This is an optimization exercise on Yosys and OpenROAD, whose aim is a short achievable clock period and few clock cycles, not a production implementation. The RTL was checked by simulation tests, not by an equivalence proof against the original design. No activity file was given, so power comes from the tool's default toggle rates.

==> design.v <==
module cpu (
    input  logic        clk, n_rst,
    input  logic        RESET, IRQ,
    input  logic [31:0] ID,
    input  logic [31:0] MRD,
    output logic [31:0] IA,
    output logic [31:0] MWD,
    output logic [31:0] MA,
    output logic        MWR, MOE
);
assign MOE = 1'b1;
localparam int NB = 8;              
localparam int BW = 32;
logic [31:0] ia_F, pcn_F;
logic [NB-1:0] btb_v;
logic [BW-1:0] btb_tag [NB];
logic [BW-1:0] btb_tgt [NB];
logic [1:0]    btb_cnt [NB];
logic [2:0]    btb_rr;
logic        valid_E;
logic [31:0] a_E, b_E, c_E, pc4_E, ptgt_E;
logic [BW-1:0] pc_E;
logic [15:0] lit_E;
logic        ptk_E;
logic [4:0]  rc_E;
logic        we_E, ld_E, st_E, beq_E, bne_E, jmp_E, ctl_E, ill_E;
logic        r_add_E, r_cmp_E, r_bool_E, r_sh_E, r_link_E;
logic        sub_E;
logic [1:0]  cfn_E;      
logic [1:0]  sfn_E;      
logic [1:0]  bfn_E;      
logic        fa_m_E, fb_m_E, fc_m_E;  
logic        cm_E;                     
logic        we_M, ldf_M;
logic [4:0]  rc_M;
logic [31:0] y_M, ma_M, sd_M;
logic        mwr_M;
logic        bupd_M, btk_M;
logic [BW-1:0] bpc_M;
logic [31:0] btgt_M;
logic        we_W, ldf_W;
logic [4:0]  rc_W;
logic [31:0] y_W;
logic        we_X, ldf_X;
logic [4:0]  rc_X;
logic [31:0] y_X, ld_X;
logic [31:0] rf [31];
logic [30:0] rv;
logic irq_r, reset_r;
logic [NB-1:0] hit_M;
localparam int NP = 4;
logic [NP-1:0] pt_v;
logic [10:0]   pt_tag [NP];
logic [31:0]   pt_last [NP];
logic [31:0]   pt_pred [NP];
logic [1:0]    pt_cnf [NP];
logic [1:0]    pt_rr;
logic          early_E, ldo_E, early_M, pupd_M;
logic [31:0]   pa_M;               
logic [10:0]   ppc_M;
logic [31:0] pc_F;
assign pc_F = ~pcn_F;
logic [31:0] pcb_F;
assign IA  = ia_F;
assign MA  = ma_M;
assign MWD = sd_M;
assign MWR = mwr_M;
logic eok, lflM, vE;
assign eok  = early_M & (pa_M == y_M);
assign lflM = early_M & ~eok;
assign vE   = valid_E & ~lflM;
logic [31:0] a, b, sd;
assign a  = a_E;
assign b  = b_E;
logic [31:0] wd_X;
assign wd_X  = ldf_X ? ld_X : y_X;
assign sd = fc_m_E ? MRD : c_E;
logic [31:0] sum, dif, shl, shr, bres, shres, res, res_e;
logic        eq, lt, cmpb;
add32 ADD (.a(a), .b(b),  .ci(1'b0), .s(sum));
add32 SUB (.a(a), .b(~b), .ci(1'b1), .s(dif));
assign eq  = (a == b);
assign lt  = (a[31] != b[31]) ? a[31] : (a[30:0] < b[30:0]);
always_comb begin
    case (cfn_E)
        2'b00:   cmpb = eq;
        2'b01:   cmpb = lt;
        default: cmpb = lt | eq;
    endcase
end
logic [63:0] shr64;
assign shl   = a << b[4:0];
assign shr64 = {{32{sfn_E[1] & a[31]}}, a} >> b[4:0];
assign shr   = shr64[31:0];
assign shres = (sfn_E == 2'b00) ? shl : shr;
always_comb begin
    case (bfn_E)
        2'b00:   bres = a & b;
        2'b01:   bres = a | b;
        2'b10:   bres = a ^ b;
        default: bres = ~(a ^ b);
    endcase
end
logic irq_sel, irq_take, trap, exec_E;
assign irq_sel  = irq_r & ~pc4_E[31];
assign irq_take = vE & irq_sel & ~reset_r;
assign trap     = vE & ill_E & ~irq_sel & ~reset_r;
assign exec_E   = vE & ~irq_sel & ~reset_r & ~ill_E;
assign res_e = ({32{r_cmp_E  & ~irq_sel}} & {31'b0, cmpb})
             | ({32{r_bool_E & ~irq_sel}} & bres)
             | ({32{r_sh_E   & ~irq_sel}} & shres)
             | ({32{r_link_E |  irq_sel}} & pc4_E);
logic [31:0] res_n;
sel2x32 RES (.d0(sum), .d1(dif), .s0(r_add_E & ~sub_E & ~irq_sel), .s1(r_add_E & sub_E & ~irq_sel),
             .rest(res_e), .y(res_n));
logic [31:0] am, bm;
logic        eqm, ltm, cmpbm;
assign am  = fa_m_E ? MRD : a_E;
assign bm  = fb_m_E ? MRD : b_E;
assign eqm = (am == bm);
assign ltm = (am[31] != bm[31]) ? am[31] : (am[30:0] < bm[30:0]);
always_comb begin
    case (cfn_E)
        2'b00:   cmpbm = eqm;
        2'b01:   cmpbm = ltm;
        default: cmpbm = ltm | eqm;
    endcase
end
assign res = {res_n[31:1], (cm_E & ~irq_sel) ? cmpbm : res_n[0]};
logic [31:0] off, tsum, tgt;
assign off  = {{14{lit_E[15]}}, lit_E, 2'b00};
assign tsum = pc4_E + off;
assign tgt  = {pc4_E[31], tsum[30:0]};
logic        az, br_tk, jok, mis_z, mis_nz, red_z, red_nz, redirect;
logic [31:0] jtgt, ctgt, ctgt_z, ctgt_nz, rtgt_z, rtgt_nz;
logic zmrd, za;
zero32 ZM (.x(MRD), .z(zmrd));
zero32 ZA (.x(a), .z(za));
assign az     = fa_m_E ? zmrd : za;
assign br_tk  = (beq_E & az) | (bne_E & ~az);
assign jtgt   = {pc4_E[31] & a[31], a[30:0]};
assign jok    = ptk_E & (jtgt == ptgt_E);
assign mis_z  = jmp_E ? ~jok : (ptk_E ? ~beq_E : beq_E);
assign mis_nz = jmp_E ? ~jok : (ptk_E ? ~bne_E : bne_E);
assign red_z  = reset_r | lflM | irq_take | trap | (exec_E & mis_z);
assign red_nz = reset_r | lflM | irq_take | trap | (exec_E & mis_nz);
assign redirect = az ? red_z : red_nz;
assign ctgt_z  = jmp_E ? jtgt : (beq_E ? tgt : pc4_E);
assign ctgt_nz = jmp_E ? jtgt : (bne_E ? tgt : pc4_E);
assign ctgt    = az ? ctgt_z : ctgt_nz;
always_comb begin
    if (reset_r)       begin rtgt_z = 32'h8000_0000; rtgt_nz = 32'h8000_0000; end
    else if (irq_take) begin rtgt_z = 32'h8000_0008; rtgt_nz = 32'h8000_0008; end
    else if (trap)     begin rtgt_z = 32'h8000_0004; rtgt_nz = 32'h8000_0004; end
    else if (lflM)     begin rtgt_z = bpc_M;         rtgt_nz = bpc_M;         end
    else               begin rtgt_z = ctgt_z;        rtgt_nz = ctgt_nz;       end
end
logic [5:0]  op;
logic [4:0]  rc, ra, rb;
logic [31:0] sxt;
logic        is_alu, is_aluc, is_alur, is_ld, is_st, is_jmp, is_beq, is_bne, is_ldr, is_nop;
logic        legal, ctl_d, br_d, use_a, use_b, use_c, use_lit, writes;
logic [4:0]  dst;
logic        we_d;
logic [3:0]  fn;
logic        alu_fn_ok;
assign op  = ID[31:26];
assign rc  = ID[25:21];
assign ra  = ID[20:16];
assign rb  = ID[15:11];
assign sxt = {{16{ID[15]}}, ID[15:0]};
assign fn  = op[3:0];
always_comb begin
    case (fn)
        4'h0, 4'h1, 4'h4, 4'h5, 4'h6, 4'h8, 4'h9, 4'hA, 4'hB, 4'hC, 4'hD, 4'hE: alu_fn_ok = 1'b1;
        default: alu_fn_ok = 1'b0;
    endcase
end
assign is_alu  = op[5] & alu_fn_ok;
assign is_aluc = is_alu & op[4];
assign is_alur = is_alu & ~op[4];
assign is_ld   = (op == 6'h18);
assign is_st   = (op == 6'h19);
assign is_jmp  = (op == 6'h1B);
assign is_beq  = (op == 6'h1C);
assign is_bne  = (op == 6'h1D);
assign is_ldr  = (op == 6'h1F);
assign is_nop  = (op == 6'h00);
assign legal   = is_alu | is_ld | is_st | is_jmp | is_beq | is_bne | is_ldr | is_nop;
assign ctl_d   = is_jmp | is_beq | is_bne;
assign br_d    = is_beq | is_bne;
logic is_cmp, mrd_a, mrd_b;
assign is_cmp  = is_alu & (fn[3:2] == 2'b01);
assign mrd_a   = br_d | is_cmp;
assign mrd_b   = is_cmp;
assign use_a   = is_alu | is_ld | is_st | ctl_d;      
assign use_b   = is_alur;                             
assign use_c   = is_st;                               
assign use_lit = is_aluc | is_ld | is_st;
assign writes  = is_alu | is_ld | is_ldr | ctl_d | ~legal;
assign dst     = legal ? rc : 5'd30;
assign we_d    = writes & (dst != 5'd31);
logic mE_a, mM_a, mW_a, mX_a, mE_b, mM_b, mW_b, mX_b, mE_c, mM_c, mW_c, mX_c;
assign mE_a = valid_E & we_E & (rc_E == ra);
assign mM_a = we_M & (rc_M == ra);
assign mW_a = we_W & (rc_W == ra);
assign mX_a = we_X & (rc_X == ra);
assign mE_b = valid_E & we_E & (rc_E == rb);
assign mM_b = we_M & (rc_M == rb);
assign mW_b = we_W & (rc_W == rb);
assign mX_b = we_X & (rc_X == rb);
assign mE_c = valid_E & we_E & (rc_E == rc);
assign mM_c = we_M & (rc_M == rc);
assign mW_c = we_W & (rc_W == rc);
assign mX_c = we_X & (rc_X == rc);
logic stall;
assign stall = (use_a & ((mE_a & ld_E & ~(mrd_a & early_E)) | (~mrd_a & ~mE_a & mM_a & ldf_M & ~eok)))
             | (use_b & ((mE_b & ld_E & ~(mrd_b & early_E)) | (~mrd_b & ~mE_b & mM_b & ldf_M & ~eok)))
             | (use_c & mE_c & ld_E & ~early_E);
logic [30:0] da, d2;
logic [31:0] rfa, rf2, rfb, rfc;
always_comb begin
    rfa = 32'b0;
    rf2 = 32'b0;
    for (int i = 0; i < 31; i++) begin
        da[i] = (ra == 5'(i)) & rv[i];
        d2[i] = (((rb == 5'(i)) & op[5]) | ((rc == 5'(i)) & ~op[5])) & rv[i];
        rfa = rfa | ({32{da[i]}} & rf[i]);
        rf2 = rf2 | ({32{d2[i]}} & rf[i]);
    end
end
assign rfb = rf2;
assign rfc = rf2;
logic [31:0] va, vb, vc, pc4_F;
assign pc4_F = {pc_F[31], pc_F[30:0] + 31'd4};
logic sE_a, sL_a, sM_a, sW_a, sX_a, sR_a;
logic sE_b, sL_b, sM_b, sW_b, sX_b, sR_b;
logic sE_c, sL_c, sM_c, sW_c, sX_c, sR_c;
assign sE_a = use_a & mE_a;
assign sM_a = use_a & ~mE_a & mM_a & ~ldf_M;
assign sL_a = use_a & ~mE_a & ((mM_a & ldf_M & eok) | (~mM_a & mW_a & ldf_W));
assign sW_a = use_a & ~mE_a & ~mM_a & mW_a & ~ldf_W;
assign sX_a = use_a & ~mE_a & ~mM_a & ~mW_a & mX_a;
assign sR_a = use_a & ~mE_a & ~mM_a & ~mW_a & ~mX_a;
assign sE_b = use_b & mE_b;
assign sM_b = use_b & ~mE_b & mM_b & ~ldf_M;
assign sL_b = use_b & ~mE_b & ((mM_b & ldf_M & eok) | (~mM_b & mW_b & ldf_W));
assign sW_b = use_b & ~mE_b & ~mM_b & mW_b & ~ldf_W;
assign sX_b = use_b & ~mE_b & ~mM_b & ~mW_b & mX_b;
assign sR_b = use_b & ~mE_b & ~mM_b & ~mW_b & ~mX_b;
assign sE_c = use_c & mE_c;
assign sM_c = use_c & ~mE_c & mM_c & ~ldf_M;
assign sL_c = use_c & ~mE_c & ((mM_c & ldf_M & eok) | (~mM_c & mW_c & ldf_W));
assign sW_c = use_c & ~mE_c & ~mM_c & mW_c & ~ldf_W;
assign sX_c = use_c & ~mE_c & ~mM_c & ~mW_c & mX_c;
assign sR_c = use_c & ~mE_c & ~mM_c & ~mW_c & ~mX_c;
logic [31:0] ea_, eb_, ec_;
assign ea_ = ({32{sL_a}} & MRD) | ({32{sM_a}} & y_M) | ({32{sW_a}} & y_W)
           | ({32{sX_a}} & wd_X) | ({32{is_ldr}} & pc4_F);
assign eb_ = ({32{sL_b}} & MRD) | ({32{sM_b}} & y_M) | ({32{sW_b}} & y_W)
           | ({32{sX_b}} & wd_X) | ({32{use_lit}} & sxt) | ({32{is_ldr}} & {sxt[29:0], 2'b00});
assign ec_ = ({32{sL_c}} & MRD) | ({32{sM_c}} & y_M) | ({32{sW_c}} & y_W)
           | ({32{sX_c}} & wd_X);
sel2x32 OPA (.d0(res), .d1(rfa), .s0(sE_a), .s1(sR_a), .rest(ea_), .y(va));
sel2x32 OPB (.d0(res), .d1(rfb), .s0(sE_b), .s1(sR_b), .rest(eb_), .y(vb));
sel2x32 OPC (.d0(res), .d1(rfc), .s0(sE_c), .s1(sR_c), .rest(ec_), .y(vc));
logic [31:0] ptgt_F, seq, nz_n, nnz_n, nz_s, nnz_s, npc;
logic        ptk_F;
logic [NB-1:0] hit_F;
always_comb begin
    ptk_F  = 1'b0;
    ptgt_F = 32'b0;
    for (int i = 0; i < NB; i++) begin
        hit_F[i] = btb_v[i] & (btb_tag[i] == pcb_F) & btb_cnt[i][1];
        ptk_F  = ptk_F | hit_F[i];
        ptgt_F = ptgt_F | ({32{hit_F[i]}} & btb_tgt[i]);
    end
end
assign seq   = ptk_F ? ptgt_F : pc4_F;
assign nz_n  = red_z  ? rtgt_z  : seq;
assign nnz_n = red_nz ? rtgt_nz : seq;
assign nz_s  = red_z  ? rtgt_z  : pc_F;
assign nnz_s = red_nz ? rtgt_nz : pc_F;
mux4x32 NPC (.d0(nnz_n), .d1(nz_n), .d2(nnz_s), .d3(nz_s), .s0(az), .s1(stall), .y(npc));
logic [NP-1:0] phit_F;
logic [31:0]   ppred_F;
logic          pcnf_F, memE, early_d;
always_comb begin
    pcnf_F  = 1'b0;
    ppred_F = 32'b0;
    for (int i = 0; i < NP; i++) begin
        phit_F[i] = pt_v[i] & (pt_tag[i] == {pc_F[31], pc_F[11:2]});
        pcnf_F  = pcnf_F | (phit_F[i] & pt_cnf[i][1]);
        ppred_F = ppred_F | ({32{phit_F[i]}} & pt_pred[i]);
    end
end
assign memE    = valid_E & (st_E | (ld_E & ~early_E));
assign early_d = is_ld & pcnf_F & ~memE;
logic [NP-1:0] phit_M;
logic [31:0]   ppred_n [NP];
always_comb
    for (int i = 0; i < NP; i++) begin
        phit_M[i]  = pt_v[i] & (pt_tag[i] == ppc_M);
        ppred_n[i] = {y_M[30:0], 1'b0} - pt_last[i];
    end
always_ff @(posedge clk) begin
    for (int i = 0; i < NP; i++) begin
        if (pupd_M & phit_M[i]) begin
            pt_cnf[i]  <= (y_M != pt_pred[i]) ? 2'b00 :
                          ((pt_cnf[i] == 2'b11) ? 2'b11 : pt_cnf[i] + 2'd1);
            pt_last[i] <= y_M;
            pt_pred[i] <= ppred_n[i];
        end else if (pupd_M & ~(|phit_M) & (pt_rr == 2'(i))) begin
            pt_tag[i]  <= ppc_M;
            pt_cnf[i]  <= 2'b00;
            pt_last[i] <= y_M;
            pt_pred[i] <= y_M;
        end
    end
end
always_ff @(posedge clk, negedge n_rst) begin
    if (~n_rst) begin
        ia_F    <= 32'b0;
        pcn_F   <= 32'hFFFF_FFFF;
        pcb_F   <= 32'hFFFF_FFFF;
        valid_E <= 1'b0;
        we_M    <= 1'b0;
        mwr_M   <= 1'b0;
        bupd_M  <= 1'b0;
        pupd_M  <= 1'b0;
        early_M <= 1'b0;
        pt_v    <= '0;
        pt_rr   <= 2'b0;
        we_W    <= 1'b0;
        we_X    <= 1'b0;
        irq_r   <= 1'b0;
        reset_r <= 1'b0;
        rv      <= 31'b0;
        btb_v   <= '0;
        btb_rr  <= 3'b0;
    end else begin
        ia_F    <= npc;
        pcn_F   <= ~npc;
        pcb_F   <= npc;
        valid_E <= ~stall & ~redirect;
        we_M    <= vE & ~reset_r & (irq_sel | we_E);
        pupd_M  <= vE & ~reset_r & ~irq_sel & ldo_E;
        early_M <= vE & ~reset_r & ~irq_sel & early_E;
        if (pupd_M & ~(|phit_M)) begin
            pt_v[pt_rr] <= 1'b1;
            pt_rr       <= pt_rr + 2'd1;
        end
        mwr_M   <= exec_E & st_E;
        bupd_M  <= exec_E & ctl_E;
        we_W    <= we_M & ~lflM;
        we_X    <= we_W;
        irq_r   <= IRQ;
        reset_r <= RESET;
        if (we_X) rv[rc_X] <= 1'b1;
        if (bupd_M & ~(|hit_M) & btk_M) begin
            btb_v[btb_rr] <= 1'b1;
            btb_rr        <= btb_rr + 3'd1;
        end
    end
end
always_comb
    for (int i = 0; i < NB; i++) hit_M[i] = btb_v[i] & (btb_tag[i] == bpc_M);
always_ff @(posedge clk) begin
    for (int i = 0; i < NB; i++) begin
        if (bupd_M & hit_M[i]) begin
            if (btk_M) begin
                btb_tgt[i] <= btgt_M;
                if (btb_cnt[i] != 2'b11) btb_cnt[i] <= btb_cnt[i] + 2'd1;
            end else begin
                if (btb_cnt[i] != 2'b00) btb_cnt[i] <= btb_cnt[i] - 2'd1;
            end
        end else if (bupd_M & ~(|hit_M) & btk_M & (btb_rr == 3'(i))) begin
            btb_tag[i] <= bpc_M;
            btb_tgt[i] <= btgt_M;
            btb_cnt[i] <= 2'b10;
        end
    end
end
always_ff @(posedge clk) begin
    a_E     <= va;
    b_E     <= vb;
    c_E     <= vc;
    lit_E   <= ID[15:0];
    pc_E    <= pc_F;
    pc4_E   <= pc4_F;
    ptgt_E  <= ptgt_F;
    ptk_E   <= ptk_F;
    rc_E    <= dst;
    we_E    <= we_d;
    ld_E    <= is_ld | is_ldr;
    ldo_E   <= is_ld;
    early_E <= early_d;
    st_E    <= is_st;
    beq_E   <= is_beq;
    bne_E   <= is_bne;
    jmp_E   <= is_jmp;
    ctl_E   <= ctl_d;
    ill_E   <= ~legal;
    r_add_E  <= (is_alu & (fn[3:1] == 3'b000)) | is_ld | is_st | is_ldr;
    r_cmp_E  <= is_alu & (fn[3:2] == 2'b01);
    r_bool_E <= is_alu & (fn[3:2] == 2'b10);
    r_sh_E   <= is_alu & (fn[3:2] == 2'b11);
    r_link_E <= ctl_d | ~legal;
    sub_E   <= is_alu & (fn[3:1] == 3'b000) & fn[0];
    cfn_E   <= (fn[1:0] == 2'b00) ? 2'b00 : ((fn[1:0] == 2'b01) ? 2'b01 : 2'b10);
    sfn_E   <= fn[1:0];
    bfn_E   <= fn[1:0];
    fa_m_E  <= use_a & mrd_a & ((mE_a & ld_E & early_E) | (~mE_a & mM_a & ldf_M & ~eok));
    fb_m_E  <= use_b & mrd_b & ((mE_b & ld_E & early_E) | (~mE_b & mM_b & ldf_M & ~eok));
    fc_m_E  <= use_c & ((mE_c & ld_E & early_E) | (~mE_c & mM_c & ldf_M & ~eok));
    cm_E    <= is_cmp & ((use_a & ((mE_a & ld_E & early_E) | (~mE_a & mM_a & ldf_M & ~eok)))
                       | (use_b & ((mE_b & ld_E & early_E) | (~mE_b & mM_b & ldf_M & ~eok))));
    rc_M   <= irq_sel ? 5'd30 : rc_E;
    ldf_M  <= ld_E & ~irq_sel;
    y_M    <= res;
    ma_M   <= early_d ? ppred_F : sum;
    ppc_M  <= {pc_E[31], pc_E[11:2]};
    pa_M   <= ma_M;
    sd_M   <= sd;
    btk_M  <= br_tk | jmp_E;
    bpc_M  <= pc_E;
    btgt_M <= ctgt;
    rc_W  <= rc_M;
    ldf_W <= ldf_M & ~eok;               
    y_W   <= eok ? MRD : y_M;
    rc_X  <= rc_W;
    ldf_X <= ldf_W;
    y_X   <= y_W;
    ld_X  <= MRD;
    if (we_X) rf[rc_X] <= wd_X;
end
endmodule
module zero32 (input logic [31:0] x, output logic z);
assign z = ~(|x);
endmodule
module mux4x32 (input logic [31:0] d0, d1, d2, d3, input logic s0, s1, output logic [31:0] y);
assign y = s1 ? (s0 ? d3 : d2) : (s0 ? d1 : d0);
endmodule
module sel2x32 (input logic [31:0] d0, d1, rest, input logic s0, s1, output logic [31:0] y);
assign y = ({32{s0}} & d0) | ({32{s1}} & d1) | rest;
endmodule
module add32 (input logic [31:0] a, b, input logic ci, output logic [31:0] s);
logic [32:0] s33;
assign s33 = {a, ci} + {b, ci};
assign s   = s33[32:1];
endmodule
==> flow/run.sh <==
#!/bin/bash
set -euo pipefail
MARGIN=7.5
bash standard.sh synth > log_1_synth.txt 2>&1
bash standard.sh SETUP_SLACK_MARGIN=$MARGIN finish > log_2_layout.txt 2>&1
==> standard.sh <==
#!/bin/bash
# synth_recipe.tcl (not shown) runs the flow's synth.tcl, then flattens the netlist and writes it again
# the make line also repeats each setting of config.mk as NAME=value (left out here)
make -C /OpenROAD-flow-scripts/flow DESIGN_CONFIG=/design/flow/config.mk WORK_HOME=/design/flow/orfs CLKGATE_MAP_FILE= SYNTH_SCRIPT=/design/flow/synth_recipe.tcl "${@:-finish}"
==> config.mk <==
export PLATFORM = sky130hd
export DESIGN_NAME = cpu
export DESIGN_NICKNAME = cpu
export VERILOG_FILES = /design/flow/design.v
export SDC_FILE = /design/flow/constraint.sdc
export NUM_CORES = 8
export LEC_CHECK = 0
export CAP_MARGIN = 20
export CORE_MARGIN = 2
export CORE_UTILIZATION = 40
export PLACE_DENSITY = 0.45
export SETUP_SLACK_MARGIN = 5
export SLEW_MARGIN = 20
export SYNTH_HIERARCHICAL = 1
export SYNTH_MINIMUM_KEEP_SIZE = 0
==> constraint.sdc <==
create_clock -name core_clock -period 10.5 [get_ports {clk}]
set_input_delay 2.1000 -clock core_clock [delete_from_list [all_inputs] [get_ports {clk}]]
set_output_delay 2.1000 -clock core_clock [all_outputs]
set_load 0.01 [all_outputs]
==> flow_summary.ini, run 1 <==
[hold_path]
hold_path_class = reg2reg
hp-start = pc_E[12]$_DFF_P_

[die]
io_pins = 166
core-area_um2 = 318000
die_area_um2 = 323000
start_util_pct = 40.1
rows = 207
die_w_um = 569
die_h_um = 569

[synth]
ys_types = 111
syn_avg_cell_area_um2 = 11.7
synthCells = 10899
yosysWarnings = 15
synth-seq-cells = 2524
synth_area_um2 = 128000
synthFlopType = edfxtp_1
synth.yosys.seq_area_share_pct = 54.6
yosysTopAreaCellShare_pct = 43.0
synthArstFlopShare_pct = 6.10
synth_edf_count = 1828
synth_area_leader_cell = edfxtp_1
synth_area_leaders = edfxtp_1 43%, dfxtp_1 8.5%, xnor2_1 4.2%, a22oi_1 4.0%, ha_1 3.5%

[setup_path]
crit_path_end_kind = flop
critPathMaxFanout = 7
worst_path_max_delay_cell = or4_4
r2r_start = pcb_F[30]$_DFF_PN1_
path_delay_family = simple AND/OR/NAND/NOR gates
path_cells = buf_6, buf_12, nand4_1, o22ai_2, and2_4, buf_16, buf_6, a22oi_1, nand3_1, or4_4, a221o_1
critPathLaunchType = primary input
worst-path-stages = 11
worstReg2RegEnd = ia_F[13]$_DFF_PN0_
cp-startpoint = ID[13]
reg2reg_depth = 12
cp-endpoint = c_E[29]$_DFF_P_
criticalPathCategory = in2reg
required_ps = 11320
r2r_slack_ps = 6540
critPathBufInv = 4
arrival_ps = 4810
cp_slowest_stage_delay_ps = 670
path_common_cell = buf_6

[detailed_routing]
drt_wl_total_mm = 773
drtPass1Iterations = 11
avgRoutedWirePerCell_um = 46.0
postRouteAntennaNets = 0
drtIter0Drc = 21056
routed_via_density = 6.99
via_count = 117549
route.detailed.drc = 0

[power]
p_total_w = 0.0309
peakVddDrop_mv = 0.130
power.density_nw_per_um2 = 178
power_leakage_nw = 65.5

[placed_design]
place_hpwl_mm = 423
dp.cells = 14804
place_congestion = 1.04
numPortBuffers = 164
postPlaceCellArea_um2 = 136000

[global_route]
grt_use_total_pct = 45.3
first_global_vias = 107875
grt_pass1_wl_mm = 991
grt_max_degree = 95
overflow = 0
antenna_found_initial = 81

[clock_network]
h-tree-depth = 5
numCtsBuffers = 294
path_clk_slew_ps = 70
clock_sinks = 2524
cts_root_buffer = clkbuf_16
cts_buffer_depth = 4
cts_tree = built
clk_latency_ps = 1020

[sta]
finalSetupViolCount = 0
fin_crit_ps = 3990
relSlewSlack_pct = 11.6
skew_ps = 108
period_share_pct = 38.0
final-max-slew-violation-count = 0
tns_ps = 0
fmax_mhz = 250
timing_hold_violations_final = 0
rsz0062_at_grt = true
worst_slew_pin_slew_ps = 1310

[finish]
final_cells = 16809
utilization_pct = 54.6
final_area_um2 = 173000
layout_commonest_cell = edfxtp_1
area.growth.synth_to_final_pct = 36.0
drive_gt1_share_pct = 32.8
nNetsFinal = 12744
mostFrequentLayoutCells = 1828 x edfxtp_1, 870 x buf_4, 588 x a22oi_1

[run_status]
status = timing/DRC/antenna clean

[flow_run]
cap_viol_max_count = 0
registers in the layout, indices dropped and copies added, names as in the netlist, 31 cells and up:
register  flops
rv           31
ia_F         32
y_M          32
sd_M         32
btgt_M       32
y_W          32
pt_last     128
pcn_F        32
pc_E         31
pcb_F        32
pt_tag       44
rf          992
ma_M         32
y_X          32
b_E          32
pa_M         32
ptgt_E       32
c_E          32
pt_pred     128
a_E          32
btb_tgt     256
ld_X         32
btb_tag     256
modules after synthesis, one instance, submodules excluded:
module   area (um2)  copies in the design  cells inside
cpu          122000                     1         10204
mux4x32         815                     1            39
add32          1740                     2           241
zero32         72.6                     2            11
sel2x32         389                     4            38
cell families after synthesis:
group | after synthesis | share of synthesized area (%)
simple gates | 2430 | 9.58
buf+inv | 1182 | 3.82
mux | 327 | 3.46
fa+ha+maj | 364 | 3.61
flops | 2524 | 54.6
other cells | 2 | 0.00589
compound gates | 2966 | 17.3
xor+xnor | 1104 | 7.58
area by class of cell:
| cell class | instances | area [um2] |
|---|---|---|
| fillers | 26493 | 144000 |
| well taps | 4180 | 5230 |
| clock inverters | 158 | 1620 |
| diodes | 76 | 190 |
| clock buffers | 379 | 8070 |
| inverters | 415 | 1730 |
| repair buffers | 1855 | 24500 |
| multi-input cells | 7211 | 61800 |
| repair inverters | 11 | 133 |
| flip-flops and latches | 2524 | 70200 |
routing by layer:
metal | track usage [%] | vias to the layer above | share of wire (%)
li1 | - | 45167 | -
met1 | 52.9 | 58400 | 34
met2 | 66.1 | 10450 | 42
met3 | 15.8 | 3506 | 12
met4 | 39.3 | 26 | 11
met5 | 0.684 | - | 0.060
cells in the mapped netlist, types with 51 or more instances:
cell	count
edfxtp_1	1828
a22oi_1	686
nand2_1	639
xnor2_1	610
clkbuf_1	543
dfxtp_1	542
xor2_1	494
nor2_1	439
inv_1	403
nand3_1	376
o21ai_0	369
ha_1	357
a21oi_1	320
nand4_1	246
a22o_1	228
a221oi_1	218
a221o_1	193
a222oi_1	144
nor4_1	142
a21o_1	133
nor3_1	130
mux2i_1	127
buf_2	124
mux2_2	122
dfrtp_1	90
a211oi_1	89
and3_1	78
or4_1	78
mux4_2	76
o21ai_1	71
dfstp_2	64
nand2b_1	63
buf_1	60
o21bai_1	58
and2_1	55
o22ai_1	55
o211ai_1	54
o31ai_1	51
how the worst min path moves through the flow:
stage                         to  cells past startpoint
2_1_floorplan  bpc_M[12]$_DFF_P_                      0
3_3_place_gp   bpc_M[15]$_DFF_P_                      0
3_5_place_dp   bpc_M[27]$_DFF_P_                      0
4_1_cts        bpc_M[12]$_DFF_P_                      0
5_1_grt        bpc_M[23]$_DFF_P_                      0
6_report       bpc_M[12]$_DFF_P_                      0
metrics by stage:
step           hold WS (ps)  setup slack [ps]
3_3_place_gp            310              4290
5_1_grt                 311              6550
6_report                308              6510
2_1_floorplan           310              6180
3_5_place_dp            312              4240
4_1_cts                 311              6690
what timing repair did:
| action | in CTS | in global routing |
|---|---|---|
| buffers inserted | 827 | 363 |
| gates cloned | 163 | 39 |
| gates resized for setup | 2849 | 671 |
| endpoints found under the setup margin | 1671 | 1266 |
| pin swaps | 519 | 457 |
| hold buffers | 0 | 0 |
where the power goes:
group          leakage, nW  internal [W]  switching [W]
logic                 37.5       0.00326        0.00480
clock network         4.75       0.00602        0.00457
registers             23.3        0.0115       0.000756
total                 65.5        0.0207         0.0101
Testbench counts, summed over its fixed seeds: cycles 76,525.
==> run 2: changes to the inputs <==
--- a/design.v
+++ b/design.v
@@ -54,6 +54,11 @@
 logic [31:0]   pt_last [NP];
 logic [31:0]   pt_pred [NP];
 logic [1:0]    pt_cnf [NP];
+logic [31:0]   pt_pdat [NP];
+logic [1:0]    pt_pcnf [NP];
+logic [15:0]   lit_M, lit_W, lit_X;
+logic          pupd_W, pupd_X;
+logic [NP-1:0] pidx_W, pidx_X;
 logic [1:0]    pt_rr;
 logic          early_E, ldo_E, early_M, pupd_M;
 logic [31:0]   pa_M;               
@@ -290,8 +295,8 @@
     ppred_F = 32'b0;
     for (int i = 0; i < NP; i++) begin
         phit_F[i] = pt_v[i] & (pt_tag[i] == {pc_F[31], pc_F[11:2]});
-        pcnf_F  = pcnf_F | (phit_F[i] & pt_cnf[i][1]);
-        ppred_F = ppred_F | ({32{phit_F[i]}} & pt_pred[i]);
+        pcnf_F  = pcnf_F | (phit_F[i] & (pt_cnf[i][1] | pt_pcnf[i][1]));
+        ppred_F = ppred_F | ({32{phit_F[i]}} & (pt_pcnf[i][1] ? pt_pdat[i] : pt_pred[i]));
     end
 end
 assign memE    = valid_E & (st_E | (ld_E & ~early_E));
@@ -308,16 +313,33 @@
         if (pupd_M & phit_M[i]) begin
             pt_cnf[i]  <= (y_M != pt_pred[i]) ? 2'b00 :
                           ((pt_cnf[i] == 2'b11) ? 2'b11 : pt_cnf[i] + 2'd1);
+            pt_pcnf[i] <= (y_M != pt_pdat[i]) ? 2'b00 :
+                          ((pt_pcnf[i] == 2'b11) ? 2'b11 : pt_pcnf[i] + 2'd1);
             pt_last[i] <= y_M;
             pt_pred[i] <= ppred_n[i];
         end else if (pupd_M & ~(|phit_M) & (pt_rr == 2'(i))) begin
             pt_tag[i]  <= ppc_M;
             pt_cnf[i]  <= 2'b00;
+            pt_pcnf[i] <= 2'b00;
             pt_last[i] <= y_M;
             pt_pred[i] <= y_M;
         end
     end
 end
+logic [NP-1:0] pidx_M;
+logic [31:0]   pdat_n;
+always_comb begin
+    pidx_M = phit_M;
+    if (~(|phit_M))
+        for (int i = 0; i < NP; i++) pidx_M[i] = (pt_rr == 2'(i));
+end
+assign pdat_n = wd_X + {{16{lit_X[15]}}, lit_X};
+always_ff @(posedge clk)
+    for (int i = 0; i < NP; i++)
+        if (pupd_X & pidx_X[i])
+            pt_pdat[i] <= pdat_n;
+        else if (pupd_M & ~(|phit_M) & (pt_rr == 2'(i)))
+            pt_pdat[i] <= ~y_M;         
 always_ff @(posedge clk, negedge n_rst) begin
     if (~n_rst) begin
         ia_F    <= 32'b0;
@@ -328,6 +350,8 @@
         mwr_M   <= 1'b0;
         bupd_M  <= 1'b0;
         pupd_M  <= 1'b0;
+        pupd_W  <= 1'b0;
+        pupd_X  <= 1'b0;
         early_M <= 1'b0;
         pt_v    <= '0;
         pt_rr   <= 2'b0;
@@ -346,6 +370,8 @@
         we_M    <= vE & ~reset_r & (irq_sel | we_E);
         pupd_M  <= vE & ~reset_r & ~irq_sel & ldo_E;
         early_M <= vE & ~reset_r & ~irq_sel & early_E;
+        pupd_W  <= pupd_M & ~lflM;
+        pupd_X  <= pupd_W;
         if (pupd_M & ~(|phit_M)) begin
             pt_v[pt_rr] <= 1'b1;
             pt_rr       <= pt_rr + 2'd1;
@@ -421,6 +447,11 @@
     ma_M   <= early_d ? ppred_F : sum;
     ppc_M  <= {pc_E[31], pc_E[11:2]};
     pa_M   <= ma_M;
+    lit_M  <= lit_E;
+    lit_W  <= lit_M;
+    pidx_W <= pidx_M;
+    lit_X  <= lit_W;
+    pidx_X <= pidx_W;
     sd_M   <= sd;
     btk_M  <= br_tk | jmp_E;
     bpc_M  <= pc_E;
==> run 2 against run 1 <==
Net effect:
- power is 16% higher
- register-to-register slack worse by 70 ps
- critical endpoint is now b_E[0]$_DFF_P_
- still clean
- via count is 11% higher
- final cell count grew 9.9%
- sequential power grew 11%
- clock power up about 10%
- global-route usage increased by 2.6 points
- fmax shrank 0.81%
- critical path depth grew 4
- clock skew is 15 ps lower
==> flow_summary.ini, run 2 <==
[die]
die_w_um = 591
io_pins = 166
rows = 215
die_area_um2 = 349000
core-area_um2 = 343000
die_h_um = 591
start_util_pct = 40.2

[finish]
multi_input_area_um2 = 69100
largest_reg_flops = 992
largestRegisters = rf: 992 flops, btb_tag: 256 flops, btb_tgt: 256 flops
layout_commonest_cell = edfxtp_1
drive_gt1_share_pct = 34.6
nNetsFinal = 14013
mostFrequentLayoutCells = 1964 x edfxtp_1, 917 x buf_4, 725 x xnor2_1
fillers = 28341
area.growth.synth_to_final_pct = 38.9
seqCellArea_um2 = 75600
largest_register = rf

[synth]
synthCells = 11909
yosysTopAreaCellShare_pct = 42.8
synth.yosys.seq_area_share_pct = 54.4
synth_area_leaders = edfxtp_1 43%, dfxtp_1 8.7%, xnor2_1 5.0%, ha_1 3.5%, xor2_1 3.0%
post-synth-top-count-cell = edfxtp_1
synthArstFlopShare_pct = 5.74
synth-seq-cells = 2718
yosysWarnings = 17
synthFlopType = edfxtp_1
syn_avg_cell_area_um2 = 11.6
ys_top_cells_by_count = 1964 x edfxtp_1, 798 x nand2_1, 792 x xnor2_1, 598 x dfxtp_1, 588 x clkbuf_1
ys_types = 99
synth_area_leader_cell = edfxtp_1
synth_edf_count = 1964
synth_area_um2 = 138000

[sta]
relSlewSlack_pct = 9.57
setup_ws_ps = 6470
skew_ps = 93.1
period_share_pct = 38.4
finalSetupViolCount = 0
tns_ps = 0
rsz0062_at_grt = true
worst_slew_pin_slew_ps = 1350
fin_crit_ps = 4030
final-max-slew-violation-count = 0
fmax_mhz = 248
timing_hold_violations_final = 0

[clock_network]
h-tree-depth = 5
path_clk_slew_ps = 70
numCtsBuffers = 317
cts_buffer_depth = 4
cts_root_buffer = clkbuf_16
cts_tree = built
clock_sinks = 2718
clk_latency_ps = 1060

[setup_path]
worstReg2RegEnd = b_E[0]$_DFF_P_
crit_path_end_kind = flop
r2r_slack_ps = 6470
required_ps = 11410
critPathMaxFanout = 5
r2r_start = b_E[0]$_DFF_P_
critPathLaunchType = flop
reg2reg_depth = 15
arrival_ps = 4940
criticalPathCategory = reg2reg

[global_route]
antenna_found_initial = 115
grt_max_degree = 77
first_global_vias = 118707
grt_pass1_wl_mm = 1120
overflow = 0
grt_use_total_pct = 47.9

[detailed_routing]
postRouteAntennaNets = 0
drtIter0Drc = 24416
avgRoutedWirePerCell_um = 47.0
via_count = 130300
routed_via_density = 7.05
route.detailed.drc = 0
drt_wl_total_mm = 868
drtPass1Iterations = 13

[hold_path]
hold_path_class = reg2reg
whs_endpoint = lit_X[1]$_DFF_P_
hold_depth = 0
hp-start = lit_W[1]$_DFF_P_

[placed_design]
place_hpwl_mm = 466
place_congestion = 0.995
place_ws_ps = 3710
numPortBuffers = 164

[power]
peakVddDrop_mv = 0.150
power.density_nw_per_um2 = 187
power_leakage_nw = 72.0

[flow_run]
cap_viol_max_count = 0

[run_status]
status = timing/DRC/antenna clean
[run 2: changes by cell type after synthesis, sizes merged, moves of 57 or more]
cell | before | now
mux2 | 122 | 197
nand4 | 246 | 303
a22oi | 686 | 475
xnor2 | 610 | 792
mux2i | 127 | 259
a221oi | 221 | 282
nor2 | 439 | 537
nand2 | 639 | 799
edfxtp | 1828 | 1964
a21oi | 321 | 455
[run 2: cells by family after synthesis]
family	synth area share, %
fa+ha+maj	3.62
compound gates	16.2
xor+xnor	8.04
mux	4.43
buf+inv	3.63
flops	54.4
other cells	0.00545
simple gates	9.71
[run 2: worst max-delay path by stage]
stage               depth (start not counted)                  to           start
finish                                     15      b_E[0]$_DFF_P_  b_E[0]$_DFF_P_
global route                               15      c_E[0]$_DFF_P_  b_E[0]$_DFF_P_
CTS                                        14      c_E[0]$_DFF_P_  b_E[0]$_DFF_P_
detailed placement                          9  ia_F[15]$_DFF_PN0_          ID[17]
global placement                            9   ia_F[9]$_DFF_PN0_          ID[17]
floorplan                                  11     a_E[29]$_DFF_P_          ID[20]
[run 2: modules after synthesis, one instance, submodules excluded]
module	cells	copies in the design	flip-flops and latches	area, um2
cpu	11214	1	2718	132000
add32	241	2	0	1740
mux4x32	39	1	0	815
sel2x32	38	4	0	389
zero32	11	2	0	72.6
[run 2: critical path: stages (launching register included)]
cell and delay, ps:
dfxtp_4 500, buf_16 170, mux4_2 530, mux4_2 500, a21oi_4 170, o22ai_4 140, a221oi_4 320, o211ai_1 180
a221o_1 370, a21oi_2 190, buf_4 130, buf_4 90, buf_4 90, buf_4 110, o21ai_4 80, a221o_1 320
[run 2: area by class of cell]
class / count / area share (%)
clock inverters: 178 / 1.06
multi-input cells: 7996 / 36.1
diodes: 104 / 0.136
clock buffers: 399 / 4.60
flip-flops and latches: 2718 / 39.5
inverters: 410 / 0.928
well taps: 4557 / 2.98
repair buffers: 2098 / 14.7
repair inverters: 10 / 0.0458
[run 2: through the flow]
stage / util (%) / cells / instance area [um2] / hold WS, ps / power, W
after floorplan: - / 11912 / 142000 / 309 / 0.0172
after global placement: 42.9 / 16163 / 147000 / 309 / 0.0205
after detailed placement: 42.9 / 16171 / 147000 / 312 / 0.0206
after CTS: 54.2 / 18118 / 186000 / 316 / 0.0347
after global routing: 55.7 / 18381 / 191000 / 324 / 0.0363
final: 55.8 / 18470 / 191000 / 316 / 0.0357
[run 2: power breakdown]
part / internal (W) / switching [W] / total, W / leakage, nW
clock: 0.00679 / 0.00495 / 0.0117 / 5.29
combinational: 0.00415 / 0.00626 / 0.0104 / 41.7
sequential: 0.0125 / 0.00112 / 0.0136 / 25.0
total: 0.0234 / 0.0123 / 0.0357 / 72.0
[run 2: what timing repair did]
item                                    in CTS  in global routing
hold buffers                                 0                  0
buffers inserted                          1151                232
gates cloned                               219                 14
endpoints found under the setup margin    2200               1671
resized for setup                         3461                636
pin swaps                                  764                449
[run 2: routing by layer]
layer / routed length [um] / vias to the layer above / GRT usage, %
met2: 344000 / 12131 / 66.2
met1: 309000 / 65071 / 58.4
met4: 87100 / 54 / 36.9
met3: 127000 / 3859 / 20.8
met5: 543 / - / 0.338
li1: - / 49185 / -
Testbench counts of run 2, summed over its fixed seeds: cycles 75,428.
==> run 3: changes to the inputs <==
--- a/design.v
+++ b/design.v
@@ -21,6 +21,7 @@
 logic [31:0] a_E, b_E, c_E, pc4_E, ptgt_E;
 logic [BW-1:0] pc_E;
 logic [15:0] lit_E;
+logic [31:0] tgt_E;
 logic        ptk_E;
 logic [4:0]  rc_E;
 logic        we_E, ld_E, st_E, beq_E, bne_E, jmp_E, ctl_E, ill_E;
@@ -65,7 +66,7 @@
 logic [10:0]   ppc_M;
 logic [31:0] pc_F;
 assign pc_F = ~pcn_F;
-logic [31:0] pcb_F;
+logic [31:0] pcb_F, pcbn_F;
 assign IA  = ia_F;
 assign MA  = ma_M;
 assign MWD = sd_M;
@@ -131,12 +132,12 @@
         default: cmpbm = ltm | eqm;
     endcase
 end
-assign res = {res_n[31:1], (cm_E & ~irq_sel) ? cmpbm : res_n[0]};
-logic [31:0] off, tsum, tgt;
-assign off  = {{14{lit_E[15]}}, lit_E, 2'b00};
-assign tsum = pc4_E + off;
-assign tgt  = {pc4_E[31], tsum[30:0]};
-logic        az, br_tk, jok, mis_z, mis_nz, red_z, red_nz, redirect;
+logic cmsel;
+assign cmsel = cm_E & ~irq_sel;
+assign res   = {res_n[31:1], cmsel ? cmpbm : res_n[0]};
+logic [31:0] tgt;
+assign tgt  = tgt_E;
+logic        az, br_tk, jok, tgtok, mis_z, mis_nz, red_z, red_nz, redirect;
 logic [31:0] jtgt, ctgt, ctgt_z, ctgt_nz, rtgt_z, rtgt_nz;
 logic zmrd, za;
 zero32 ZM (.x(MRD), .z(zmrd));
@@ -145,8 +146,9 @@
 assign br_tk  = (beq_E & az) | (bne_E & ~az);
 assign jtgt   = {pc4_E[31] & a[31], a[30:0]};
 assign jok    = ptk_E & (jtgt == ptgt_E);
-assign mis_z  = jmp_E ? ~jok : (ptk_E ? ~beq_E : beq_E);
-assign mis_nz = jmp_E ? ~jok : (ptk_E ? ~bne_E : bne_E);
+assign tgtok  = (tgt_E == ptgt_E);
+assign mis_z  = jmp_E ? ~jok : (ptk_E ? ~(beq_E & tgtok) : beq_E);
+assign mis_nz = jmp_E ? ~jok : (ptk_E ? ~(bne_E & tgtok) : bne_E);
 assign red_z  = reset_r | lflM | irq_take | trap | (exec_E & mis_z);
 assign red_nz = reset_r | lflM | irq_take | trap | (exec_E & mis_nz);
 assign redirect = az ? red_z : red_nz;
@@ -266,9 +268,20 @@
            | ({32{sX_b}} & wd_X) | ({32{use_lit}} & sxt) | ({32{is_ldr}} & {sxt[29:0], 2'b00});
 assign ec_ = ({32{sL_c}} & MRD) | ({32{sM_c}} & y_M) | ({32{sW_c}} & y_W)
            | ({32{sX_c}} & wd_X);
-sel2x32 OPA (.d0(res), .d1(rfa), .s0(sE_a), .s1(sR_a), .rest(ea_), .y(va));
-sel2x32 OPB (.d0(res), .d1(rfb), .s0(sE_b), .s1(sR_b), .rest(eb_), .y(vb));
-sel2x32 OPC (.d0(res), .d1(rfc), .s0(sE_c), .s1(sR_c), .rest(ec_), .y(vc));
+logic va0, vb0, vc0;
+logic [31:0] va_n, vb_n, vc_n;
+sel2x32 OPA (.d0(res_n), .d1(rfa), .s0(sE_a), .s1(sR_a), .rest(ea_), .y(va_n));
+sel2x32 OPB (.d0(res_n), .d1(rfb), .s0(sE_b), .s1(sR_b), .rest(eb_), .y(vb_n));
+sel2x32 OPC (.d0(res_n), .d1(rfc), .s0(sE_c), .s1(sR_c), .rest(ec_), .y(vc_n));
+sel3x1 OPA0 (.d0(res_n[0]), .d1(cmpbm), .d2(rfa[0]), .s0(sE_a & ~cmsel), .s1(sE_a & cmsel),
+             .s2(sR_a), .rest(ea_[0]), .y(va0));
+sel3x1 OPB0 (.d0(res_n[0]), .d1(cmpbm), .d2(rfb[0]), .s0(sE_b & ~cmsel), .s1(sE_b & cmsel),
+             .s2(sR_b), .rest(eb_[0]), .y(vb0));
+sel3x1 OPC0 (.d0(res_n[0]), .d1(cmpbm), .d2(rfc[0]), .s0(sE_c & ~cmsel), .s1(sE_c & cmsel),
+             .s2(sR_c), .rest(ec_[0]), .y(vc0));
+assign va = {va_n[31:1], va0};
+assign vb = {vb_n[31:1], vb0};
+assign vc = {vc_n[31:1], vc0};
 logic [31:0] ptgt_F, seq, nz_n, nnz_n, nz_s, nnz_s, npc;
 logic        ptk_F;
 logic [NB-1:0] hit_F;
@@ -276,7 +289,7 @@
     ptk_F  = 1'b0;
     ptgt_F = 32'b0;
     for (int i = 0; i < NB; i++) begin
-        hit_F[i] = btb_v[i] & (btb_tag[i] == pcb_F) & btb_cnt[i][1];
+        hit_F[i] = btb_v[i] & (btb_tag[i] == ((i < NB/2) ? pcb_F : ~pcbn_F)) & btb_cnt[i][1];
         ptk_F  = ptk_F | hit_F[i];
         ptgt_F = ptgt_F | ({32{hit_F[i]}} & btb_tgt[i]);
     end
@@ -287,6 +300,8 @@
 assign nz_s  = red_z  ? rtgt_z  : pc_F;
 assign nnz_s = red_nz ? rtgt_nz : pc_F;
 mux4x32 NPC (.d0(nnz_n), .d1(nz_n), .d2(nnz_s), .d3(nz_s), .s0(az), .s1(stall), .y(npc));
+logic [29:0] tadd;
+assign tadd = {pc_F[30:2], 1'b1} + {sxt[28:0], 1'b1};
 logic [NP-1:0] phit_F;
 logic [31:0]   ppred_F;
 logic          pcnf_F, memE, early_d;
@@ -333,7 +348,10 @@
     if (~(|phit_M))
         for (int i = 0; i < NP; i++) pidx_M[i] = (pt_rr == 2'(i));
 end
-assign pdat_n = wd_X + {{16{lit_X[15]}}, lit_X};
+logic [31:0] pdat_l, pdat_y;
+assign pdat_l = ld_X + {{16{lit_X[15]}}, lit_X};
+assign pdat_y = y_X + {{16{lit_X[15]}}, lit_X};
+assign pdat_n = ldf_X ? pdat_l : pdat_y;
 always_ff @(posedge clk)
     for (int i = 0; i < NP; i++)
         if (pupd_X & pidx_X[i])
@@ -345,6 +363,7 @@
         ia_F    <= 32'b0;
         pcn_F   <= 32'hFFFF_FFFF;
         pcb_F   <= 32'hFFFF_FFFF;
+        pcbn_F  <= 32'h0000_0000;
         valid_E <= 1'b0;
         we_M    <= 1'b0;
         mwr_M   <= 1'b0;
@@ -366,6 +385,7 @@
         ia_F    <= npc;
         pcn_F   <= ~npc;
         pcb_F   <= npc;
+        pcbn_F  <= ~npc;
         valid_E <= ~stall & ~redirect;
         we_M    <= vE & ~reset_r & (irq_sel | we_E);
         pupd_M  <= vE & ~reset_r & ~irq_sel & ldo_E;
@@ -412,6 +432,7 @@
     b_E     <= vb;
     c_E     <= vc;
     lit_E   <= ID[15:0];
+    tgt_E   <= {pc_F[31], tadd[29:1], pc_F[1:0]};
     pc_E    <= pc_F;
     pc4_E   <= pc4_F;
     ptgt_E  <= ptgt_F;
@@ -475,6 +496,9 @@
 module sel2x32 (input logic [31:0] d0, d1, rest, input logic s0, s1, output logic [31:0] y);
 assign y = ({32{s0}} & d0) | ({32{s1}} & d1) | rest;
 endmodule
+module sel3x1 (input logic d0, d1, d2, rest, input logic s0, s1, s2, output logic y);
+assign y = (s0 & d0) | (s1 & d1) | (s2 & d2) | rest;
+endmodule
 module add32 (input logic [31:0] a, b, input logic ci, output logic [31:0] s);
 logic [32:0] s33;
 assign s33 = {a, ci} + {b, ci};
==> run 3 against run 2 <==
Net effect:
- combinational power up 45%
- count of clock-buffer cells in the layout up 13
- area after synthesis up 2.5%
- sequential share of layout area up 0.54 points
- clock skew up 41 ps
- critical path type unchanged
- critical endpoint is now pcbn_F[15]$_DFF_PN0_
- largest power group unchanged
==> flow_summary.ini, run 3 <==
[run_status]
status = timing/DRC/antenna clean

[clock_network]
clock_sinks = 2779
cts_buffer_depth = 4
path_clk_slew_ps = 60
numCtsBuffers = 317
h-tree-depth = 5
clk_latency_ps = 1070
cts_tree = built
cts_hold_buf = 0
cts_root_buffer = clkbuf_16

[finish]
layout_commonest_cell = edfxtp_1
area.growth.synth_to_final_pct = 35.9
final_area_um2 = 192000
largest_register = rf
drive_gt1_share_pct = 34.1
final_cells = 18506
mostFrequentLayoutCells = 1964 x edfxtp_1, 870 x buf_4, 826 x xnor2_1
nNetsFinal = 13964
largestRegisters = rf: 992 flops, btb_tag: 256 flops, btb_tgt: 256 flops
largest_reg_flops = 992

[setup_path]
r2r_slack_ps = 6490
r2r_start = pcb_F[12]$_DFF_PN1_
critPathBufInv = 3
critPathMaxFanout = 33
critPathLaunchType = flop
path_cells = buf_4, xor2_2, nor4_2, nand2_1, nor4_4, buf_12, a22o_1, a221o_1, or3_4, a21o_1, o21a_1, mux4_2, inv_2
required_ps = 11370
reg2reg_depth = 13
worst_path_max_delay_cell = dfstp_4
criticalPathCategory = reg2reg
crit_path_end_kind = flop
arrival_ps = 4880
path_delay_family = compound AO/OA/AOI/OAI gates
worstReg2RegEnd = pcbn_F[15]$_DFF_PN0_
cp_slowest_stage_delay_ps = 750

[die]
die_w_um = 598
die_area_um2 = 358000
die_h_um = 598
io_pins = 166
core-area_um2 = 352000
start_util_pct = 40.1
rows = 218

[global_route]
grt-busiest-layer = met2
grt_use_total_pct = 45.2
antenna_found_initial = 127
first_global_vias = 117381
met2_usage_pct = 60.4
grtUsageMet3_pct = 20.3
grt_pass1_wl_mm = 1090
grt_util_met1_pct = 58.6
grt_max_degree = 109
overflow = 0

[sta]
rsz0062_at_grt = true
relSlewSlack_pct = 14.9
whs_ps = 291
tns_ps = 0
finalSetupViolCount = 0
setup_ws_ps = 6490
period_share_pct = 38.2
fin_crit_ps = 4010
skew_ps = 134
final-max-slew-violation-count = 0
fmax_mhz = 250
timing_hold_violations_final = 0
worst_slew_pin_slew_ps = 1280

[detailed_routing]
drtPass1Iterations = 17
route.detailed.drc = 0
drtIter0Drc = 24843
drt_wl_total_mm = 851
postRouteAntennaNets = 0
routed_via_density = 7.02
via_count = 129949
avgRoutedWirePerCell_um = 46.0

[placed_design]
place_hpwl_mm = 478
place_congestion = 1.02
postPlaceCellArea_um2 = 150000
place_ws_ps = 3810
numPortBuffers = 164
dp.cells = 16315

[flow_run]
cap_viol_max_count = 0

[synth]
synth_area_um2 = 141000
syn_avg_cell_area_um2 = 11.8
synthCells = 12002
yosysWarnings = 17

[hold_path]
whs_endpoint = y_X[6]$_DFF_P_
hold_path_class = reg2reg
hp-start = y_W[6]$_DFF_P_
hold_depth = 0

[power]
power.density_nw_per_um2 = 219
peakVddDrop_mv = 0.175
power_leakage_nw = 70.6
## run 3: cell type report
| type | count | area [um2] |
|---|---|---|
| antenna | 126 | 315 |
| clock inverter | 165 | 1820 |
| multi-input combinational | 8031 | 71400 |
| timing repair inverter | 9 | 65.1 |
| sequential | 2779 | 76800 |
| fill | 29337 | 160000 |
| tap | 4620 | 5780 |
| timing repair buffer | 1949 | 25300 |
| clock buffer | 412 | 8670 |
| inverter | 415 | 1730 |
## run 3: what timing repair did
| item | in CTS | in global routing |
|---|---|---|
| gates cloned | 160 | 27 |
| pin swaps | 632 | 585 |
| setup endpoints to repair | 1942 | 1685 |
| resized for setup | 3170 | 826 |
| setup buffers | 958 | 342 |
## run 3: layer usage
metal | up-vias | part of all wire (%)
met1 | 65285 | 37
li1 | 49305 | -
met3 | 3351 | 15
met5 | - | 0.15
met4 | 62 | 8.7
met2 | 11946 | 38
## run 3: report_power, final
group          switching [W]  leakage [nW]  internal [W]
sequential           0.00185          25.3        0.0135
combinational        0.00908          40.1       0.00599
clock                0.00502          5.10       0.00658
total                 0.0160          70.6        0.0261
## run 3: metrics by stage
stage / utilization (%) / power [W]
2_1_floorplan: - / 0.0208
3_3_place_gp: 42.6 / 0.0259
3_5_place_dp: 42.6 / 0.0259
4_1_cts: 52.4 / 0.0404
5_1_grt: 54.5 / 0.0427
6_report: 54.5 / 0.0420
## run 3: worst max-delay path by stage
| stage | start | end | slack [ps] | depth (start not counted) |
|---|---|---|---|---|
| 2_1_floorplan | ID[15] | b_E[21]$_DFF_P_ | 6310 | 11 |
| 3_3_place_gp | ID[31] | b_E[18]$_DFF_P_ | 3790 | 12 |
| 3_5_place_dp | ID[31] | b_E[18]$_DFF_P_ | 3810 | 12 |
| 4_1_cts | ID[14] | b_E[4]$_DFF_P_ | 6640 | 14 |
| 5_1_grt | ID[14] | b_E[20]$_DFF_P_ | 6510 | 16 |
| 6_report | pcb_F[12]$_DFF_PN1_ | pcbn_F[15]$_DFF_PN0_ | 6490 | 13 |
## run 3: worst register-to-register path: stages, from the launching register on
cell	delay, ps
dfstp_4	750
buf_4	200
xor2_2	180
nor4_2	90
nand2_1	140
nor4_4	70
buf_12	170
a22o_1	440
a221o_1	270
or3_4	470
a21o_1	230
o21a_1	180
mux4_2	590
inv_2	120
Testbench counts of run 3, summed over its fixed seeds: cycles 75,428.

[what the ideal ports hide]
Ports are ideal in the flow. The routed layouts listed here were re-timed in OpenROAD.
Step 1 (the two cells are an assumption about what drives the block):
set clk [get_ports {clk}]
set_driving_cell -lib_cell sky130_fd_sc_hd__clkbuf_16 $clk
set_driving_cell -lib_cell sky130_fd_sc_hd__buf_2 [delete_from_list [all_inputs] $clk]
Step 2 times the ports against the registers' clock, not the clock port: input delays grow and output delays shrink by t, the midpoint of the rising clock arrivals with the driver on.
Three values: ideal ports, drivers, drivers and shift; two values: the first two.
run | t (ns) | slack for setup (ns) | hold slack, ns | worst data-port slew with drivers (ns)
run 1 | 1.078 | 6.506 / 6.541 / 5.487 | 0.308 / 0.308 / 0.308 | 0.26
run 2 | 1.107 | 6.473 / 6.473 / 5.446 | 0.316 / 0.316 / 0.316 | 0.25
run 3 | 1.113 | 6.493 / 6.493 / 5.470 | 0.291 / 0.291 / 0.291 | 0.26
After both steps setup and hold are still met in every run listed. The setup slack of run 2, which loses most, moves by 0.000 ns with the drivers and by -1.027 ns with both steps.
